Background: an optimization exercise with open tools, aiming at small area, a short achievable clock period and few clock cycles per item. Do not read the settings as production practice.
Function was checked by simulation only, so behaviour that the tests miss may differ from the original.

## harbor
// PixelSolver
module PixelSolver (
  input               io_cmd_valid,
  output              io_cmd_ready,
  input      [27:0]   io_cmd_payload_x,
  input      [27:0]   io_cmd_payload_y,
  output              io_rsp_valid,
  input               io_rsp_ready,
  output     [5:0]    io_rsp_payload_iteration,
  input               clk,
  input               reset
);
  reg         v1;
  reg  [27:0] x1, y1, x01, y01, ckx1, cky1;
  reg  [5:0]  it1;
  reg  [1:0]  tag1;
  reg  [13:0] bo1, bt1;      
  reg  [13:0] bn1n;          
  reg  [27:0] x1n;           
  reg         v2;
  reg  [27:0] sxx2, cxx2;
  reg         cixx2;
  reg  [27:0] syy2, cyy2;
  reg         ciyy2;
  reg  [27:0] sxy2, cxy2;
  reg  [19:0] lsxy2, lcxy2;
  reg  [27:0] x02, y02, ckx2, cky2;
  reg  [5:0]  it2;
  reg  [1:0]  tag2;
  reg         per2;
  reg  [3:0]  rob_v;
  reg  [5:0]  rob_d0, rob_d1, rob_d2, rob_d3;
  reg  [2:0]  nseq, head;
  reg         out_v;
  reg  [5:0]  out_d;
  reg         full;          
  assign io_cmd_ready = !v1 && !full;
  wire        acc = io_cmd_valid && io_cmd_ready;
  assign io_rsp_valid = out_v;
  assign io_rsp_payload_iteration = out_d;
  wire pxx_hs1 = x1[2] ^ (x1[0] & x1[3]);
  wire pxx_hc2 = x1[2] & (x1[0] & x1[3]);
  wire pxx_hs3 = (x1[0] & x1[4]) ^ (x1[1] & x1[3]);
  wire pxx_hc4 = (x1[0] & x1[4]) & (x1[1] & x1[3]);
  wire pxx_fs5 = x1[3] ^ (x1[0] & x1[5]) ^ (x1[1] & x1[4]);
  wire pxx_fc6 = (x1[3] & (x1[0] & x1[5])) | (x1[3] & (x1[1] & x1[4])) | ((x1[0] & x1[5]) & (x1[1] & x1[4]));
  wire pxx_hs7 = (x1[2] & x1[3]) ^ pxx_hc4;
  wire pxx_hc8 = (x1[2] & x1[3]) & pxx_hc4;
  wire pxx_fs9 = (x1[0] & x1[6]) ^ (x1[1] & x1[5]) ^ (x1[2] & x1[4]);
  wire pxx_fc10 = ((x1[0] & x1[6]) & (x1[1] & x1[5])) | ((x1[0] & x1[6]) & (x1[2] & x1[4])) | ((x1[1] & x1[5]) & (x1[2] & x1[4]));
  ...
Size: ~5,300 cells after synthesis, roughly 68 I/O pins.
export LEC_CHECK = 0
export CAP_MARGIN = 20
export CORE_MARGIN = 2
export CORE_UTILIZATION = 55
export SLEW_MARGIN = 20
create_clock -name core_clock -period 10.0 [get_ports {clk}]
standard.sh (not shown) runs the stock make flow with config.mk's settings and CLKGATE_MAP_FILE= SYNTH_SCRIPT=/design/flow/synth_recipe.tcl, a recipe that flattens the netlist after the stock synthesis.
==> flow/flow/run.sh <==
#!/bin/bash
# Standard layout, with one extra step between synthesis and floorplan:
# flow/polarity.py removes the inverters that Yosys's adder extraction leaves
# between full adders (full adders are self-dual), choosing each adder's
# signal polarity so that as few inverters as possible remain. Registers and
# every non-inverter cell keep their names and types.
# The clock period is 10 ns, far above what the design needs, so by default
# the timing repair steps have nothing to do; a setup margin makes them work
# towards a shorter achieved period (the constraints themselves are unchanged).
set -euo pipefail
R=orfs/results/${FLOW_PLATFORM}/PixelSolver/base
bash standard.sh synth > synth.log 2>&1
cp "$R/1_2_yosys.v" yosys_standard.v
python3 flow/polarity.py yosys_standard.v polarity.v > polarity.log 2>&1
cp polarity.v "$R/1_2_yosys.v"
rm -f "$R/1_synth.odb"
bash standard.sh SETUP_SLACK_MARGIN=6.5 finish > finish.log 2>&1
Other scripts of this flow, unchanged in this note and not shown: flow/flow/polarity.py
harbor ran to completion and came out clean on the timing, design-rule and antenna checks.
Testbench counts of harbor, summed over its fixed seeds: cycles 263,406, pixels 8,192.
> inputs changed (harbor -> juniper)
--- a/flow/config.mk
+++ b/flow/config.mk
@@ -10 +10 @@
-export CORE_UTILIZATION = 55
+export CORE_UTILIZATION = 40
Results
Taking harbor as the reference, in juniper initial antenna violation count fell 2, first-pass GRT wire length fell 1.9%, setup slack saw a decrease, worst hold margin rose by 0.0068 ns, met1 wire length closely matched the old numbers. Against harbor, juniper comes in 11 points lower on global-route usage.

## afterwards: timing with drivers on the ports
The results above use ideal ports. As a check the final layouts listed here were re-extracted and re-timed, cells and wires unchanged. Step 1 sets driving cells, clkbuf_16 on the clock port and buf_2 on the other inputs (assumed; they add their load-dependent delay and slew). Step 2 times the ports against the registers' clock, not the clock port: input delays grow and output delays shrink by t, the midpoint of the rising clock arrivals with the driver on. a / b / c = ideal / step 1 / step 2; a / b = the first two.
run | shift t [ns] | setup slack, ns | hold slack, ns | pins driven straight from the clock port
harbor | 0.716 | 5.709 / 5.709 / 5.709 | 0.311 / 0.311 / 0.311 | 1
juniper | 0.759 | 5.520 / 5.520 / 5.520 | 0.318 / 0.318 / 0.318 | 1
After both steps setup and hold are still met in every run listed.
